This design comes from an exercise in tuning for small area on the open sky130 flow, not from production work.
Only simulation tests tie the RTL to the original design; equivalence was not proved.
Power is estimated from default activity; no workload was simulated.

## flow/design.v (module list and top-level ports; edited modules follow where they fit)
// module memory: 710 lines
// module rd_aoi222: 6 lines
// module rd_nand2: 6 lines
// module rd_nand3: 6 lines
// module rd_nand4: 6 lines
// module rd_nor2: 6 lines
// module rd_inv: 6 lines
// module rd_and2: 6 lines
// module fifo: 71 lines
// module control: 52 lines
module fifo #(
  parameter DWIDTH             = 4,
  parameter AWIDTH             = 8,
  parameter SHOWAHEAD          = 1,
  parameter ALMOST_FULL_VALUE  = 6,
  parameter ALMOST_EMPTY_VALUE = 2,
  parameter REGISTER_OUTPUT    = 0
)(
  input                     clk_i,
  input                     srst_i,
  input [DWIDTH-1:0]        data_i,
  input                     wrreq_i,
  input                     rdreq_i,
  output logic [DWIDTH-1:0] q_o,
  output logic              empty_o,
  output logic              full_o,
  output logic [AWIDTH:0]   usedw_o,
  output logic              almost_full_o,
  output logic              almost_empty_o
);
  // ...
==> flow/flow/run.sh <==
#!/bin/bash
# Own flow: the standard layout (standard.sh) with two changes to how
# the layout is made:
#  - clock tree synthesis with small leaf buffers (clkbuf_4 driving clusters
#    of at most 10 flip-flops) and no dummy loads,
#  - port buffers of the smallest buffer cell (repair_design still sizes them).
# Each tool's full output stays in orfs/logs; make's output goes to standard.log.
set -o pipefail
bash standard.sh \
  "CTS_ARGS=-sink_clustering_enable -repair_clock_nets -dont_use_dummy_load -sink_clustering_size 10 -sink_clustering_max_diameter 30 -buf_list sky130_fd_sc_hd__clkbuf_4 -root_buf sky130_fd_sc_hd__clkbuf_16" \
  "BUFFER_PORTS_ARGS=-buffer_cell sky130_fd_sc_hd__buf_1" \
  finish > standard.log 2>&1
==> flow/standard.sh <==
#!/bin/bash
# synth_recipe.tcl (not shown) runs the flow's synth.tcl, then flattens the netlist and writes it again
# the make line also repeats each setting of config.mk as NAME=value (left out here)
make -C /OpenROAD-flow-scripts/flow DESIGN_CONFIG=/design/flow/config.mk WORK_HOME=/design/flow/orfs CLKGATE_MAP_FILE= SYNTH_SCRIPT=/design/flow/synth_recipe.tcl "${@:-finish}"
==> flow/config.mk <==
export PLATFORM = sky130hd
export DESIGN_NAME = fifo
export DESIGN_NICKNAME = fifo
export VERILOG_FILES = /design/flow/design.v
export SDC_FILE = /design/flow/constraint.sdc
export NUM_CORES = 4
export LEC_CHECK = 0
export CAP_MARGIN = 10
export CORE_MARGIN = 2
export CORE_UTILIZATION = 70
export CTS_BUF_LIST = sky130_fd_sc_hd__clkbuf_16
export CTS_CLUSTER_DIAMETER = 60
export CTS_CLUSTER_SIZE = 30
export SLEW_MARGIN = 10
export SYNTH_HIERARCHICAL = 1
export SYNTH_MINIMUM_KEEP_SIZE = 0
==> flow/constraint.sdc <==
create_clock -name core_clock -period 5.0 [get_ports {clk_i}]
set_input_delay 1.0000 -clock core_clock [delete_from_list [all_inputs] [get_ports {clk_i}]]
set_output_delay 1.0000 -clock core_clock [all_outputs]
set_load 0.01 [all_outputs]
==> summary.txt, run 1 <==
clk slew on worst S/H paths=90 ps; IR drop worst, VDD=0.000281 V; count of non-CTS buffers in the layout=76; Crit. path cell count=9; Leak=12.6 nW; Synth area leader=edfxtp_1; commonest cells in the netlist=edfxtp_1 (1024), a222oi_1 (340), nor2_1 (124); multi-input gate share of the layout cell area=13.2%; status=finished clean; Chip Height=231 um; Hold Startpoint=memory_block.data[149][0]; Post-Synthesis Cells=1725; Layout area overhead=7.10%; number of library cell types mapped by synthesis=35; GRT Util Overall=30.7%; CP startpoint=size[2]; Synth Area in XOR/XNOR=0.194%; CTS Buffer Depth=3; IO Port Bufs=24; # fillers=2890; Post-CTS Setup Bufs=0; die area=53500 um^2; top routing layer in use=met5; Routed Antenna Nets=0; Seq. pwr=10.4 mW; pwr/cell area=387 nW/um^2; DRT iter0 DRCs=4612; Critical Path Start Type=flip-flop; Relative slew margins=9.65%; DR WL/cell=30.8 um; Clock Latency Late Sink=720 ps; clock sink count=1035; Top FF cell, synth=edfxtp_1; max FFs per register=1020; crit path capture=head[3]; post_cts resized=0; global-route layer with the greatest usage=met1
==> run 2, diff against run 1 <==
--- a/flow/design.v
+++ b/flow/design.v
@@ -22,159 +22,159 @@
   rd_inv u1 (rd_ind_i[0], n1);
   rd_inv u2 (rd_ind_i[1], n2);
   rd_inv u3 (rd_ind_i[2], n3);
   rd_inv u4 (rd_ind_i[3], n4);
   rd_inv u5 (rd_ind_i[4], n5);
   rd_inv u6 (rd_ind_i[5], n6);
   rd_inv u7 (rd_ind_i[6], n7);
   rd_inv u8 (rd_ind_i[7], n8);
-  rd_nand3 u9 (n3, n4, n5, n9);
-  rd_nand3 u10 (rd_ind_i[2], n4, n5, n10);
-  rd_nand3 u11 (n3, rd_ind_i[3], n5, n11);
-  rd_nand3 u12 (rd_ind_i[2], rd_ind_i[3], n5, n12);
-  rd_nand3 u13 (n3, n4, rd_ind_i[4], n13);
-  rd_nand3 u14 (rd_ind_i[2], n4, rd_ind_i[4], n14);
-  rd_nand3 u15 (n3, rd_ind_i[3], rd_ind_i[4], n15);
-  rd_nand3 u16 (rd_ind_i[2], rd_ind_i[3], rd_ind_i[4], n16);
-  rd_nand3 u17 (n6, n7, n8, n17);
-  rd_nand3 u18 (rd_ind_i[5], n7, n8, n18);
-  rd_nand3 u19 (n6, rd_ind_i[6], n8, n19);
-  rd_nand3 u20 (rd_ind_i[5], rd_ind_i[6], n8, n20);
-  rd_nand3 u21 (n6, n7, rd_ind_i[7], n21);
-  rd_nand3 u22 (rd_ind_i[5], n7, rd_ind_i[7], n22);
-  rd_nand3 u23 (n6, rd_ind_i[6], rd_ind_i[7], n23);
-  rd_nand3 u24 (rd_ind_i[5], rd_ind_i[6], rd_ind_i[7], n24);
-  rd_nor2 u25 (n17, n9, n25);
+  rd_and3 u9 (n3, n4, n5, n9);
+  rd_and3 u10 (rd_ind_i[2], n4, n5, n10);
+  rd_and3 u11 (n3, rd_ind_i[3], n5, n11);
+  rd_and3 u12 (rd_ind_i[2], rd_ind_i[3], n5, n12);
+  rd_and3 u13 (n3, n4, rd_ind_i[4], n13);
+  rd_and3 u14 (rd_ind_i[2], n4, rd_ind_i[4], n14);
+  rd_and3 u15 (n3, rd_ind_i[3], rd_ind_i[4], n15);
+  rd_and3 u16 (rd_ind_i[2], rd_ind_i[3], rd_ind_i[4], n16);
+  rd_and3 u17 (n6, n7, n8, n17);
+  rd_and3 u18 (rd_ind_i[5], n7, n8, n18);
+  rd_and3 u19 (n6, rd_ind_i[6], n8, n19);
+  rd_and3 u20 (rd_ind_i[5], rd_ind_i[6], n8, n20);
+  rd_and3 u21 (n6, n7, rd_ind_i[7], n21);
+  rd_and3 u22 (rd_ind_i[5], n7, rd_ind_i[7], n22);
+  rd_and3 u23 (n6, rd_ind_i[6], rd_ind_i[7], n23);
+  rd_and3 u24 (rd_ind_i[5], rd_ind_i[6], rd_ind_i[7], n24);
+  rd_and2 u25 (n17, n9, n25);
   assign row[0] = n25;
-  rd_nor2 u26 (n17, n10, n26);
+  rd_and2 u26 (n17, n10, n26);
   assign row[1] = n26;
-  rd_nor2 u27 (n17, n11, n27);
+  rd_and2 u27 (n17, n11, n27);
   assign row[2] = n27;
-  rd_nor2 u28 (n17, n12, n28);
+  rd_and2 u28 (n17, n12, n28);
   assign row[3] = n28;
-  rd_nor2 u29 (n17, n13, n29);
+  rd_and2 u29 (n17, n13, n29);
   assign row[4] = n29;
-  rd_nor2 u30 (n17, n14, n30);
+  rd_and2 u30 (n17, n14, n30);
   assign row[5] = n30;
-  rd_nor2 u31 (n17, n15, n31);
+  rd_and2 u31 (n17, n15, n31);
   assign row[6] = n31;
-  rd_nor2 u32 (n17, n16, n32);
+  rd_and2 u32 (n17, n16, n32);
   assign row[7] = n32;
-  rd_nor2 u33 (n18, n9, n33);
+  rd_and2 u33 (n18, n9, n33);
   assign row[8] = n33;
-  rd_nor2 u34 (n18, n10, n34);
+  rd_and2 u34 (n18, n10, n34);
   assign row[9] = n34;
-  rd_nor2 u35 (n18, n11, n35);
+  rd_and2 u35 (n18, n11, n35);
   assign row[10] = n35;
-  rd_nor2 u36 (n18, n12, n36);
+  rd_and2 u36 (n18, n12, n36);
   assign row[11] = n36;
-  rd_nor2 u37 (n18, n13, n37);
+  rd_and2 u37 (n18, n13, n37);
   assign row[12] = n37;
-  rd_nor2 u38 (n18, n14, n38);
+  rd_and2 u38 (n18, n14, n38);
   assign row[13] = n38;
-  rd_nor2 u39 (n18, n15, n39);
+  rd_and2 u39 (n18, n15, n39);
   assign row[14] = n39;
-  rd_nor2 u40 (n18, n16, n40);
+  rd_and2 u40 (n18, n16, n40);
   assign row[15] = n40;
-  rd_nor2 u41 (n19, n9, n41);
+  rd_and2 u41 (n19, n9, n41);
   assign row[16] = n41;
-  rd_nor2 u42 (n19, n10, n42);
+  rd_and2 u42 (n19, n10, n42);
   assign row[17] = n42;
-  rd_nor2 u43 (n19, n11, n43);
+  rd_and2 u43 (n19, n11, n43);
   assign row[18] = n43;
-  rd_nor2 u44 (n19, n12, n44);
+  rd_and2 u44 (n19, n12, n44);
   assign row[19] = n44;
-  rd_nor2 u45 (n19, n13, n45);
+  rd_and2 u45 (n19, n13, n45);
   assign row[20] = n45;
-  rd_nor2 u46 (n19, n14, n46);
+  rd_and2 u46 (n19, n14, n46);
   assign row[21] = n46;
-  rd_nor2 u47 (n19, n15, n47);
+  rd_and2 u47 (n19, n15, n47);
   assign row[22] = n47;
-  rd_nor2 u48 (n19, n16, n48);
+  rd_and2 u48 (n19, n16, n48);
   assign row[23] = n48;
-  rd_nor2 u49 (n20, n9, n49);
+  rd_and2 u49 (n20, n9, n49);
   assign row[24] = n49;
-  rd_nor2 u50 (n20, n10, n50);
+  rd_and2 u50 (n20, n10, n50);
   assign row[25] = n50;
-  rd_nor2 u51 (n20, n11, n51);
+  rd_and2 u51 (n20, n11, n51);
   assign row[26] = n51;
-  rd_nor2 u52 (n20, n12, n52);
+  rd_and2 u52 (n20, n12, n52);
   assign row[27] = n52;
-  rd_nor2 u53 (n20, n13, n53);
+  rd_and2 u53 (n20, n13, n53);
   assign row[28] = n53;
-  rd_nor2 u54 (n20, n14, n54);
+  rd_and2 u54 (n20, n14, n54);
   assign row[29] = n54;
-  rd_nor2 u55 (n20, n15, n55);
+  rd_and2 u55 (n20, n15, n55);
   assign row[30] = n55;
-  rd_nor2 u56 (n20, n16, n56);
+  rd_and2 u56 (n20, n16, n56);
   assign row[31] = n56;
-  rd_nor2 u57 (n21, n9, n57);
+  rd_and2 u57 (n21, n9, n57);
   assign row[32] = n57;
-  rd_nor2 u58 (n21, n10, n58);
+  rd_and2 u58 (n21, n10, n58);
   assign row[33] = n58;
-  rd_nor2 u59 (n21, n11, n59);
+  rd_and2 u59 (n21, n11, n59);
   assign row[34] = n59;
-  rd_nor2 u60 (n21, n12, n60);
+  rd_and2 u60 (n21, n12, n60);
   assign row[35] = n60;
-  rd_nor2 u61 (n21, n13, n61);
+  rd_and2 u61 (n21, n13, n61);
   assign row[36] = n61;
-  rd_nor2 u62 (n21, n14, n62);
+  rd_and2 u62 (n21, n14, n62);
   assign row[37] = n62;
-  rd_nor2 u63 (n21, n15, n63);
+  rd_and2 u63 (n21, n15, n63);
   assign row[38] = n63;
-  rd_nor2 u64 (n21, n16, n64);
+  rd_and2 u64 (n21, n16, n64);
   assign row[39] = n64;
-  rd_nor2 u65 (n22, n9, n65);
+  rd_and2 u65 (n22, n9, n65);
   assign row[40] = n65;
-  rd_nor2 u66 (n22, n10, n66);
+  rd_and2 u66 (n22, n10, n66);
   assign row[41] = n66;
-  rd_nor2 u67 (n22, n11, n67);
+  rd_and2 u67 (n22, n11, n67);
   assign row[42] = n67;
-  rd_nor2 u68 (n22, n12, n68);
+  rd_and2 u68 (n22, n12, n68);
   assign row[43] = n68;
-  rd_nor2 u69 (n22, n13, n69);
+  rd_and2 u69 (n22, n13, n69);
   assign row[44] = n69;
-  rd_nor2 u70 (n22, n14, n70);
+  rd_and2 u70 (n22, n14, n70);
   assign row[45] = n70;
-  rd_nor2 u71 (n22, n15, n71);
+  rd_and2 u71 (n22, n15, n71);
   assign row[46] = n71;
-  rd_nor2 u72 (n22, n16, n72);
+  rd_and2 u72 (n22, n16, n72);
   assign row[47] = n72;
-  rd_nor2 u73 (n23, n9, n73);
+  rd_and2 u73 (n23, n9, n73);
   assign row[48] = n73;
-  rd_nor2 u74 (n23, n10, n74);
+  rd_and2 u74 (n23, n10, n74);
   assign row[49] = n74;
-  rd_nor2 u75 (n23, n11, n75);
+  rd_and2 u75 (n23, n11, n75);
   assign row[50] = n75;
-  rd_nor2 u76 (n23, n12, n76);
+  rd_and2 u76 (n23, n12, n76);
   assign row[51] = n76;
-  rd_nor2 u77 (n23, n13, n77);
+  rd_and2 u77 (n23, n13, n77);
   assign row[52] = n77;
-  rd_nor2 u78 (n23, n14, n78);
+  rd_and2 u78 (n23, n14, n78);
   assign row[53] = n78;
-  rd_nor2 u79 (n23, n15, n79);
+  rd_and2 u79 (n23, n15, n79);
   assign row[54] = n79;
-  rd_nor2 u80 (n23, n16, n80);
+  rd_and2 u80 (n23, n16, n80);
   assign row[55] = n80;
-  rd_nor2 u81 (n24, n9, n81);
+  rd_and2 u81 (n24, n9, n81);
   assign row[56] = n81;
-  rd_nor2 u82 (n24, n10, n82);
+  rd_and2 u82 (n24, n10, n82);
   assign row[57] = n82;
-  rd_nor2 u83 (n24, n11, n83);
+  rd_and2 u83 (n24, n11, n83);
   assign row[58] = n83;
-  rd_nor2 u84 (n24, n12, n84);
+  rd_and2 u84 (n24, n12, n84);
   assign row[59] = n84;
-  rd_nor2 u85 (n24, n13, n85);
+  rd_and2 u85 (n24, n13, n85);
   assign row[60] = n85;
-  rd_nor2 u86 (n24, n14, n86);
+  rd_and2 u86 (n24, n14, n86);
   assign row[61] = n86;
-  rd_nor2 u87 (n24, n15, n87);
+  rd_and2 u87 (n24, n15, n87);
   assign row[62] = n87;
-  rd_nor2 u88 (n24, n16, n88);
+  rd_and2 u88 (n24, n16, n88);
   assign row[63] = n88;
   rd_and2 u89 (n1, n2, n89);
   assign col[0] = n89;
   rd_and2 u90 (rd_ind_i[0], n2, n90);
   assign col[1] = n90;
   rd_and2 u91 (n1, rd_ind_i[1], n91);
   assign col[2] = n91;
   rd_and2 u92 (rd_ind_i[0], rd_ind_i[1], n92);
@@ -745,16 +745,22 @@
   assign y = ~a;
 endmodule
 module rd_and2 (
   input  a, b,
   output y
 );
   assign y = a & b;
 endmodule
+module rd_and3 (
+  input  a, b, c,
+  output y
+);
+  assign y = a & b & c;
+endmodule
 module fifo #(
   parameter DWIDTH             = 4,
   parameter AWIDTH             = 8,
   parameter SHOWAHEAD          = 1,
   parameter ALMOST_FULL_VALUE  = 6,
   parameter ALMOST_EMPTY_VALUE = 2,
   parameter REGISTER_OUTPUT    = 0
 )(
==> run 2 against run 1 <==
  * Register-to-register slack about the same
  * Flip-flop and latch count stayed put
  * Non-clock buffer count fell by 44
  * Utilization is 0.52 points lower
  * Sequential power hardly changed
  * Wire length fell by 1.3%
  * Critical path type unchanged
  * Critical endpoint is now head[1]
  * Largest cell class unchanged
==> summary.txt, run 2 <==
status=finished clean (unchanged); RSZ-0062 raised after global routing=no (unchanged); initial core utilization=70.9% (was 70.6%); register bit total from synthesis=1035 (unchanged); Final setup viols=0 (unchanged); Critical Path Start Type=flip-flop (unchanged); IO Pins=25 (unchanged); WL final=79900 um (was 81000 um); first-pass GRT wire length=117000 um (was 118000 um); DRC viols=0 (unchanged); Synth area leader=edfxtp_1 (unchanged); most frequent cell after synthesis=edfxtp_1 (unchanged); FF-to-FF Start=size[3] (was size[2]); Top FF cell, synth=edfxtp_1 (unchanged); CTS HTree Levels=4 (unchanged); layout cells sized above 1=9.31% (was 11.9%); DRT iter0 DRCs=4478 (was 4612); clk slew on worst S/H paths=100 ps (was 90 ps); largest registers=memory_block.data x1020, size x9, head x4 (unchanged); Slew @ Worst Pin=1060 ps (was 1350 ps); Via density=7.59 (was 7.55); die area=53800 um^2 (was 53500 um^2); Clock Latency Late Sink=740 ps (was 720 ps); number of synthesized flops with an enable pin=1024 (unchanged); Post-DP Area=37400 um^2 (was 37500 um^2); Chip Height=232 um (was 231 um); Layout area overhead=6.05% (was 7.10%); Worst Clk Skew=83.9 ps (was 80.0 ps); pwr/cell area=387 nW/um^2 (about the same); vias in the first global route=18600 (about the same); CTS tree=done (unchanged); crit path time final=3730 ps (about the same); top-area cell type share of the netlist area=84.6% (was 85.0%); Leak=12.6 nW (about the same); Max Cap Viol=0 (unchanged); commonest non-fill, non-tap cell in the layout=edfxtp_1 (unchanged); Synth area leaders=edfxtp_1 (85%), a222oi_1 (9.4%), nand4_1 (1.4%) (unchanged); syn_area_per_cell=21.1 um^2 (was 21.0 um^2); DR pass1 iterations=13 (was 16); initial antenna violation count=1 (was 2); Post-CTS Setup Bufs=0 (unchanged); Final Hold Viols=0 (unchanged); crit-path max FO=16 (unchanged); CTS Buffer Depth=3 (unchanged); Congestion Overflow GR=0 (unchanged); commonest cells after routing, fill and taps aside=edfxtp_1 (1024), a222oi_1 (340), clkbuf_4 (156) (was edfxtp_1 (1024), a222oi_1 (340), clkbuf_4 (160)); Relative slew margins=29.4% (was 9.65%); clock sink count=1035 (unchanged); HP Class=reg2reg (unchanged); async set-reset flop share out of synthesis=0% (unchanged); RePlAce Congestion=0.885 (was 0.898); clk root buf=clkbuf_16 (unchanged); Post-Synthesis Cells=1725 (unchanged); max FFs per register=1020 (unchanged); kind of critical path=reg2reg (unchanged); GRT Util Overall=30.3% (was 30.7%); Synth Warn #=11 (unchanged); number of library cell types mapped by synthesis=36 (was 35); CP startpoint=size[3] (was size[2]); TNS Setup=0 ps (unchanged); sequential area share after synthesis=85.2% (was 85.6%); IR drop worst, VDD=0.000282 V (was 0.000281 V); critical path required time=5390 ps (was 5430 ps); largest net degree at the start of global routing=179 (was 210); hold_buf cts=0 (unchanged); crit share post-route=74.6% (was 74.5%); Slew Limit Fails=0 (unchanged); final net count=1913 (was 1961); via count=19600 (was 19900); post_cts resized=0 (unchanged); IO Port Bufs=24 (unchanged); CTS buffer count=156 (was 160); FMAX=268 MHz (about the same); area of the mapped netlist=36300 um^2 (was 36200 um^2); Routed Antenna Nets=0 (unchanged); Hold Startpoint=memory_block.data[231][2] (was memory_block.data[149][0]); crit end category=flip-flop (unchanged); CP arrival=4120 ps (was 4160 ps); fin area=38500 um^2 (was 38700 um^2); die width=232 um (was 231 um); Reg with most FFs=memory_block.data (unchanged); DR WL/cell=30.9 um (was 30.8 um); final total power=14.9 mW (was 15.0 mW); Mapped Nets=1734 (unchanged); Core Box Area=51300 um^2 (was 51200 um^2); HPWL Detailed=50700 um (was 52000 um); Site Rows=83 (unchanged); commonest cells in the netlist=edfxtp_1 (1024), a222oi_1 (340), nand4_1 (80) (was edfxtp_1 (1024), a222oi_1 (340), nor2_1 (124))
-- run 2: kinds of logic after synthesis --
| kind of cell | synth area share (%) |
|---|---|
| flops | 85.2 |
| buf+inv | 0.303 |
| compound gates | 9.58 |
| mux | 0.103 |
| xor+xnor | 0.193 |
| simple gates | 4.58 |
| fa+ha+maj | 0.0344 |
-- run 2: final cells by class --
cell class | count | area, um^2
Antenna cell | 3 | 7.51
Clock buffer | 156 | 1190
Fill cell | 2965 | 12800
Inverter | 9 | 33.8
Multi-Input combinational cell | 670 | 5270
Sequential cell | 1035 | 31000
Tap cell | 680 | 851
Timing Repair Buffer | 32 | 229
-- run 2: path summary, 6_finish.rpt --
kind / to / slack [ps] / cells after the start
hold reg to reg: memory_block.data[232][2] / 400 / 0
setup / recovery: head[1] / 1270 / 9
setup reg to reg: head[1] / 1270 / 9
hold / removal: memory_block.data[232][2] / 400 / 0
-- run 2: critical path, stage by stage (launching register included) --
cell	delay, ps
dfxtp_1	590
inv_1	140
and3_1	320
and2_1	490
a222oi_1	520
nand4_1	290
nor2_1	490
nand3_1	130
a222oi_1	340
nand2_1	120
-- run 2: report_power, final --
| part | total [mW] | internal, mW | switching, mW |
|---|---|---|---|
| clock network | 4.04 | 1.46 | 2.58 |
| registers | 10.4 | 10.1 | 0.307 |
| logic | 0.477 | 0.105 | 0.373 |
| total | 14.9 | 11.7 | 3.26 |
-- run 2: metal layers --
metal  global-route usage [%]  vias to the layer above  routed length (um)
met5                        0                        -                   0
met4                     12.6                        0                2770
met3                     8.77                      162               10400
met2                     41.8                     1461               35500
met1                     46.4                     9788               31300
li1                         -                     8218                   -
-- run 2: Yosys stat by module, one instance, submodules excluded, a selection --
module	cells inside	copies in the design	area, um^2	flip-flops and latches
fifo	15	1	340	15
rd_and2	1	68	6.26	0
rd_and3	1	16	6.26	0
rd_aoi222	1	340	10.0	0
rd_inv	1	8	3.75	0
rd_nand2	1	40	3.75	0
rd_nand3	1	16	5.00	0
rd_nand4	1	80	6.26	0
rd_nor2	1	48	3.75	0
-- run 2: per-stage QoR --
step / hold WS, ps / util (%) / instances / setup slack (ps)
after floorplan: 426 / - / 1725 / 2410
after global placement: 427 / 72.8 / 2426 / 1410
after detailed placement: 433 / 72.8 / 2426 / 1470
after CTS: 398 / 75.1 / 2582 / 1410
after global routing: 408 / 75.1 / 2585 / 1130
final: 397 / 75.1 / 2585 / 1270
==> run 3, diff against run 2 <==
==> flow/flow/run.sh (replaced) <==
#!/bin/bash
# Own flow: the standard layout (standard.sh) with two changes to how
# the layout is made:
#  - clock tree synthesis with small leaf buffers (clkbuf_4 driving clusters
#    of at most 12 flip-flops) and no dummy loads,
#  - port buffers of the smallest buffer cell (repair_design still sizes them).
# Each tool's full output stays in orfs/logs; make's output goes to standard.log.
set -o pipefail
bash standard.sh \
  "CTS_ARGS=-sink_clustering_enable -repair_clock_nets -dont_use_dummy_load -sink_clustering_size 12 -sink_clustering_max_diameter 30 -buf_list sky130_fd_sc_hd__clkbuf_4 -root_buf sky130_fd_sc_hd__clkbuf_16" \
  "BUFFER_PORTS_ARGS=-buffer_cell sky130_fd_sc_hd__buf_1" \
  finish > standard.log 2>&1
==> run 3 against run 2 <==
  * First-iteration DRC count up 3.1%
  * Die area unchanged
  * Largest cell class unchanged
  * Clock skew down 11 ps
  * Count of clock-buffer cells in the layout down 2
  * Still clean
==> summary.txt, run 3 <==
Layout area overhead=5.99% (was 6.05%); Psw=3.24 mW (was 3.26 mW); CTS tree=done (unchanged); post_cts resized=0 (unchanged); Synth Warn #=11 (unchanged); # fillers=2972 (was 2965); commonest cells in the netlist=edfxtp_1 (1024), a222oi_1 (340), nand4_1 (80) (unchanged); M1 wire length=31500 um (was 31300 um); CTS HTree Levels=4 (unchanged); sequential area share after synthesis=85.2% (unchanged); IO Port Bufs=24 (unchanged); hold_buf cts=0 (unchanged); CTS Buffer Depth=3 (unchanged); via count=19600 (about the same); critical path required time=5430 ps (was 5390 ps); FF-to-FF Start=size[3] (unchanged); Slew Limit Fails=0 (unchanged); register bit total from synthesis=1035 (unchanged); area of the mapped netlist=36300 um^2 (unchanged); fin area=38500 um^2 (about the same); commonest non-fill, non-tap cell in the layout=edfxtp_1 (unchanged); status=finished clean (unchanged); DRT iter0 DRCs=4616 (was 4478); RSZ-0062 raised after global routing=no (unchanged); Relative slew margins=28.0% (was 29.4%); HPWL Detailed=50700 um (unchanged); number of synthesized flops with an enable pin=1024 (unchanged); crit end category=flip-flop (unchanged); WL final=80000 um (was 79900 um); Worst Clk Skew=72.6 ps (was 83.9 ps); syn_area_per_cell=21.1 um^2 (unchanged); initial antenna violation count=0 (was 1); Synth area leaders=edfxtp_1 (85%), a222oi_1 (9.4%), nand4_1 (1.4%) (unchanged); FF+latch area=31000 um^2 (unchanged); Gate power share=3.2% (about the same); Congestion Overflow GR=0 (unchanged); initial core utilization=70.9% (unchanged); crit path time final=3710 ps (was 3730 ps); final net count=1911 (was 1913); vias in the first global route=18600 (about the same); commonest cells after routing, fill and taps aside=edfxtp_1 (1024), a222oi_1 (340), clkbuf_4 (154) (was edfxtp_1 (1024), a222oi_1 (340), clkbuf_4 (156)); top routing layer in use=met4 (unchanged); met2 WL post-DR=35100 um (was 35500 um); Chip Height=232 um (unchanged); crit path capture=head[3] (was head[1]); number of library cell types mapped by synthesis=36 (unchanged); DRC viols=0 (unchanged); Via density=7.60 (was 7.59); Int Pwr=11.7 mW (about the same); kind of critical path=reg2reg (unchanged); DR WL/cell=31.0 um (was 30.9 um); CP startpoint=size[3] (unchanged); TNS Setup=0 ps (unchanged); Hold Path Depth=0 (unchanged); GRT Util Overall=30.3% (about the same); async set-reset flop share out of synthesis=0% (unchanged); clock sink count=1035 (unchanged); Site Rows=83 (unchanged); Slew @ Worst Pin=1080 ps (was 1060 ps); die area=53800 um^2 (unchanged); Post-Synthesis Cells=1725 (unchanged); CTS buffer count=154 (was 156); CP arrival=4150 ps (was 4120 ps); RR Endpoint=head[3] (was head[1]); pwr/cell area=387 nW/um^2 (about the same); Max Cap Viol=0 (unchanged); Routed Antenna Nets=0 (unchanged); Top FF cell, synth=edfxtp_1 (unchanged); top-area cell type share of the netlist area=84.6% (unchanged); Final setup viols=0 (unchanged); die width=232 um (unchanged); DR pass1 iterations=14 (was 13); RePlAce Congestion=0.885 (unchanged); Reg2Reg Depth=9 (unchanged); first-pass GRT wire length=117000 um (about the same); Post-CTS Setup Bufs=0 (unchanged); Final Hold Viols=0 (unchanged); crit share post-route=74.3% (was 74.6%); Mapped Nets=1734 (unchanged); Synth area leader=edfxtp_1 (unchanged); max FFs per register=1020 (unchanged); Core Box Area=51300 um^2 (unchanged); IO Pins=25 (unchanged); Clock power frac=26.9% (was 27.1%); Flop pwr share=69.9% (was 69.8%); Critical Path Start Type=flip-flop (unchanged); Post-DP Area=37400 um^2 (unchanged); Sw Share=21.8% (about the same); FMAX=269 MHz (was 268 MHz); reg-to-reg slack, setup=1290 ps (was 1270 ps); crit-path max FO=16 (unchanged); DR WL met3=10300 um (was 10400 um); clk root buf=clkbuf_16 (unchanged); HP Class=reg2reg (unchanged); most frequent cell after synthesis=edfxtp_1 (unchanged); area of the multi-input gates=5270 um^2 (unchanged); Ant. Diodes=0 (was 3); layout cells sized above 1=9.21% (was 9.31%); Clock Latency Late Sink=700 ps (was 740 ps); largest registers=memory_block.data x1020, size x9, head x4 (unchanged); Leak=12.6 nW (about the same); largest net degree at the start of global routing=179 (unchanged); IR drop worst, VDD=0.000281 V (was 0.000282 V); clk slew on worst S/H paths=120 ps (was 100 ps); Reg with most FFs=memory_block.data (unchanged)
-- run 3: cell counts after synthesis --
Identical to the previous run, type by type.
-- run 3: stage by stage --
stage | total power, mW | utilization (%) | worst slack (ps) | hold slack [ps] | std cells
2_1_floorplan | 10.6 | - | 2410 | 426 | 1725
3_3_place_gp | 11.0 | 72.8 | 1410 | 427 | 2426
3_5_place_dp | 11.1 | 72.8 | 1470 | 433 | 2426
4_1_cts | 15.0 | 75.1 | 1420 | 387 | 2580
5_1_grt | 15.4 | 75.1 | 1150 | 409 | 2580
6_report | 14.9 | 75.1 | 1290 | 402 | 2580
-- run 3: how the worst min path moves through the flow --
stage / startpoint / endpoint / slack [ps]
2_1_floorplan: memory_block.data[99][0] / memory_block.data[100][0] / 430
3_3_place_gp: memory_block.data[86][3] / memory_block.data[87][3] / 430
3_5_place_dp: memory_block.data[245][0] / memory_block.data[246][0] / 430
4_1_cts: memory_block.data[244][0] / memory_block.data[245][0] / 390
5_1_grt: memory_block.data[26][0] / memory_block.data[27][0] / 410
6_report: memory_block.data[30][0] / memory_block.data[31][0] / 400
-- run 3: per-layer routing --
| layer | vias to the layer above | global-route usage [%] |
|---|---|---|
| met5 | - | 0 |
| met4 | 0 | 14.4 |
| met3 | 166 | 8.13 |
| met2 | 1440 | 41.4 |
| met1 | 9775 | 46.4 |
| li1 | 8227 | - |
-- run 3: power by group through the flow --
stage          Sequential (mW)  Combinational, mW  Clock [mW]
6_report                  10.4              0.479        4.01
5_1_grt                   10.5              0.505        4.43
3_5_place_dp              10.6              0.470           0
2_1_floorplan             10.4              0.191           0
3_3_place_gp              10.6              0.463           0
4_1_cts                   10.4              0.469        4.11
-- run 3: kinds of logic (layout without fill, tap and decap cells) --
kind of cell             Yosys count  after routing  share of synthesized area (%)
flip-flops                      1035           1035                           85.2
buffers and inverters             20            195                          0.303
multiplexers                       3              3                          0.103
XOR/XNOR                           8              8                          0.193
adder cells (fa/ha/maj)            1              1                         0.0344
AO/OA/AOI/OAI                    351            351                           9.58
AND/OR/NAND/NOR                  307            307                           4.58
-- run 3: layout make-up --
| class | instances | area share [%] |
|---|---|---|
| inverter | 9 | 0.0877 |
| timing repair buffer | 32 | 0.594 |
| multi-input combinational | 670 | 13.7 |
| tap | 680 | 2.21 |
| clock buffer | 154 | 3.05 |
| sequential | 1035 | 80.4 |
-- run 3: modules after synthesis, one instance, submodules excluded, a selection --
module | copies in the design | area (um^2)
rd_nand2 | 40 | 3.75
rd_inv | 8 | 3.75
rd_nor2 | 48 | 3.75
rd_and3 | 16 | 6.26
rd_aoi222 | 340 | 10.0
rd_nand3 | 16 | 5.00
rd_and2 | 68 | 6.26
fifo | 1 | 340
-- run 3: worst max-delay path, cell delays in order, from the launching register on --
cell and delay, ps:
dfxtp_1 580, inv_1 140, and3_1 320, and2_1 490
a222oi_1 510, nand4_1 320, nor2_1 560, nand3_1 140
a222oi_1 280, nand2_1 100
==> run 4, diff against run 3 <==
==> flow/flow/run.sh (replaced) <==
#!/bin/bash
# Own flow: the standard layout (standard.sh) with two changes to how
# the layout is made:
#  - clock tree synthesis with leaf buffers of clkbuf_8 driving clusters
#    of at most 20 flip-flops) and no dummy loads,
#  - port buffers of the smallest buffer cell (repair_design still sizes them).
# Each tool's full output stays in orfs/logs; make's output goes to standard.log.
set -o pipefail
bash standard.sh \
  "CTS_ARGS=-sink_clustering_enable -repair_clock_nets -dont_use_dummy_load -sink_clustering_size 20 -sink_clustering_max_diameter 40 -buf_list sky130_fd_sc_hd__clkbuf_8 -root_buf sky130_fd_sc_hd__clkbuf_16" \
  "BUFFER_PORTS_ARGS=-buffer_cell sky130_fd_sc_hd__buf_1" \
  finish > standard.log 2>&1
==> run 4 against run 3 <==
  * Cell area up 1.1%
  * Still clean on timing, DRC and antenna
  * Area after synthesis unchanged
  * Critical path type unchanged
  * Wire length up 0.63%
  * Register-to-register slack better by 20 ps
==> summary.txt, run 4 <==
RR Endpoint=head[1] (was head[3]); Leak=12.7 nW (was 12.6 nW); Final Hold Viols=0 (unchanged); hold_buf cts=0 (unchanged); Post-DP Area=37400 um^2 (unchanged); Synth Warn #=11 (unchanged); Layout area overhead=7.17% (was 5.99%); CTS Buffer Depth=3 (unchanged); initial core utilization=70.9% (unchanged); Slowest Stage Delay on Critical Path=580 ps (about the same); kind of critical path=reg2reg (unchanged); vias in the first global route=18300 (was 18600); Final setup viols=0 (unchanged); Slew @ Worst Pin=1040 ps (was 1080 ps); initial antenna violation count=0 (unchanged); crit-path max FO=16 (unchanged); final total power=15.6 mW (was 14.9 mW); RePlAce Congestion=0.885 (unchanged); die width=232 um (unchanged); register bit total from synthesis=1035 (unchanged); number of library cell types mapped by synthesis=36 (unchanged); status=finished clean (unchanged); DRT iter0 DRCs=4777 (was 4616); FF-to-FF Start=size[3] (unchanged); IR drop worst, VDD=0.000329 V (was 0.000281 V); die area=53800 um^2 (unchanged); largest net degree at the start of global routing=179 (unchanged); HPWL Detailed=50700 um (unchanged); Site Rows=83 (unchanged); WL final=80500 um (was 80000 um); DR pass1 iterations=13 (was 14); worst path cell trace=inv_1 -> and3_1 -> and2_1 -> a222oi_1 -> nand4_1 -> nor2_1 -> nand3_1 -> a222oi_1 -> nand2_1 (unchanged); final net count=1866 (was 1911); Via density=7.68 (was 7.60); utilization after layout=75.9% (was 75.1%); max FFs per register=1020 (unchanged); Slew Limit Fails=0 (unchanged); critical path required time=5370 ps (was 5430 ps); largest registers=memory_block.data x1020, size x9, head x4 (unchanged); Ant. Diodes=0 (unchanged); crit share post-route=73.8% (was 74.3%); Critical Path Start Type=flip-flop (unchanged); CTS tree=done (unchanged); via count=19500 (was 19600); commonest cells after routing, fill and taps aside=edfxtp_1 (1024), a222oi_1 (340), clkbuf_8 (100) (was edfxtp_1 (1024), a222oi_1 (340), clkbuf_4 (154)); HP Class=reg2reg (unchanged); async set-reset flop share out of synthesis=0% (unchanged); number of synthesized flops with an enable pin=1024 (unchanged); DRC viols=0 (unchanged); CTS HTree Levels=3 (was 4); clk slew on worst S/H paths=100 ps (was 120 ps); Post-CTS Setup Bufs=0 (unchanged); TNS Setup=0 ps (unchanged); DR WL/cell=31.7 um (was 31.0 um); area of the mapped netlist=36300 um^2 (unchanged); top-area cell type share of the netlist area=84.6% (unchanged); crit path capture=head[1] (was head[3]); CP startpoint=size[3] (unchanged); Max Cap Viol=0 (unchanged); Post-Synthesis Cells=1725 (unchanged); clock sink count=1035 (unchanged); most frequent cell after synthesis=edfxtp_1 (unchanged); CTS buffer count=109 (was 154); FMAX=271 MHz (was 269 MHz); Chip Height=232 um (unchanged); post_cts resized=0 (unchanged); fin area=39000 um^2 (was 38500 um^2); commonest non-fill, non-tap cell in the layout=edfxtp_1 (unchanged); syn_area_per_cell=21.1 um^2 (unchanged); Routed Antenna Nets=0 (unchanged); Synth area leader=edfxtp_1 (unchanged); Clock Latency Late Sink=640 ps (was 700 ps); crit path time final=3690 ps (was 3710 ps); slowest cell on the critical path=dfxtp_1 (unchanged); IO Port Bufs=24 (unchanged); Reg2Reg Depth=9 (unchanged); clk root buf=clkbuf_16 (unchanged); Synth area leaders=edfxtp_1 (85%), a222oi_1 (9.4%), nand4_1 (1.4%) (unchanged); most used cell, CP=a222oi_1 (unchanged); Worst Clk Skew=61.6 ps (was 72.6 ps); RSZ-0062 raised after global routing=no (unchanged); reg-to-reg slack, setup=1310 ps (was 1290 ps); CP arrival=4060 ps (was 4150 ps); Relative slew margins=30.7% (was 28.0%); layout cells sized above 1=7.01% (was 9.21%); Congestion Overflow GR=0 (unchanged); GRT Util Overall=30.1% (was 30.3%); Core Box Area=51300 um^2 (unchanged); first-pass GRT wire length=116000 um (was 117000 um); Top FF cell, synth=edfxtp_1 (unchanged); Mapped Nets=1734 (unchanged); crit end category=flip-flop (unchanged); Reg with most FFs=memory_block.data (unchanged); sequential area share after synthesis=85.2% (unchanged); IO Pins=25 (unchanged); pwr/cell area=401 nW/um^2 (was 387 nW/um^2); commonest cells in the netlist=edfxtp_1 (1024), a222oi_1 (340), nand4_1 (80) (unchanged)
[run 4: logic make-up after synthesis]
family | Yosys count | share of synthesized area [%]
simple gates | 307 | 4.58
mux | 3 | 0.103
buf+inv | 20 | 0.303
xor+xnor | 8 | 0.193
compound gates | 351 | 9.58
fa+ha+maj | 1 | 0.0344
flops | 1035 | 85.2
[run 4: cell type report]
type,instances,area [um^2]
timing repair buffer,32,229
tap,680,851
multi-input combinational,670,5270
fill,2859,12300
clock buffer,109,1600
sequential,1035,31000
inverter,9,33.8
[run 4: worst min-delay path by stage]
stage                                   start                   endpoint  cells after the start
floorplan            memory_block.data[99][0]  memory_block.data[100][0]                      0
global placement     memory_block.data[86][3]   memory_block.data[87][3]                      0
detailed placement  memory_block.data[245][0]  memory_block.data[246][0]                      0
CTS                  memory_block.data[60][2]   memory_block.data[61][2]                      0
global route        memory_block.data[162][1]  memory_block.data[163][1]                      0
finish              memory_block.data[248][3]  memory_block.data[249][3]                      0
[run 4: critical path: cells and delay by family, from the launching register on]
family,cells,cell delay (ps)
DFF,1,580
and+or+nand+nor,6,1840
AOI/OAI and AO/OA,2,900
buffers and inverters,1,140
[run 4: Yosys stat by module (local to each module, per instance), excerpt]
module	times used	cell area, um^2	cells inside
rd_inv	8	3.75	1
rd_and2	68	6.26	1
rd_nor2	48	3.75	1
rd_and3	16	6.26	1
rd_nand4	80	6.26	1
fifo	1	340	15
rd_nand3	16	5.00	1
rd_aoi222	340	10.0	1
rd_nand2	40	3.75	1
[run 4: metrics by stage]
stage,hold slack [ps],setup slack (ps),std cells
3_5_place_dp,433,1470,2426
5_1_grt,407,1180,2535
2_1_floorplan,426,2410,1725
6_report,411,1310,2535
3_3_place_gp,427,1410,2426
4_1_cts,406,1450,2535
[run 4: where the power goes]
part	leakage, nW	internal [mW]	switching, mW
Sequential	10.1	10.1	0.311
Combinational	1.75	0.105	0.377
Clock	0.830	2.10	2.62
[run 4: metal layers]
| layer | wire (um) | vias to the layer above | global-route usage (%) |
|---|---|---|---|
| met2 | 35600 | 1477 | 42.4 |
| li1 | - | 8064 | - |
| met4 | 2790 | 0 | 10.9 |
| met5 | 0 | - | 0 |
| met3 | 10900 | 170 | 8.63 |
| met1 | 31200 | 9752 | 45.9 |

## port drivers added, routing unchanged
The flow's constraints put no driver on any port. The routed layouts listed below were extracted and timed again, unchanged, in two steps. Step 1 (the two cells are an assumption about what drives the block):
set clk [get_ports {clk_i}]
set_driving_cell -lib_cell sky130_fd_sc_hd__clkbuf_16 $clk
set_driving_cell -lib_cell sky130_fd_sc_hd__buf_2 [delete_from_list [all_inputs] $clk]
Step 2 moves the port delays by t, midway between the first and last clock arrival at a register: inputs arrive t later, outputs are due t later. That takes back most of the time a late clock gives input paths. a / b / c = ideal ports / drivers / drivers and shift; a / b = the first two.
run	shift t [ns]	slack for setup (ns)	slew at the worst register clock pin (ns)
run 1	0.736	1.274 / 1.274 / 1.274	0.11 / 0.11
run 2	0.751	1.271 / 1.271 / 1.271	0.11 / 0.11
run 3	0.732	1.286 / 1.286 / 1.286	0.12 / 0.12
run 4	0.669	1.309 / 1.309 / 1.309	0.11 / 0.11
After both steps every run listed still meets setup and hold.
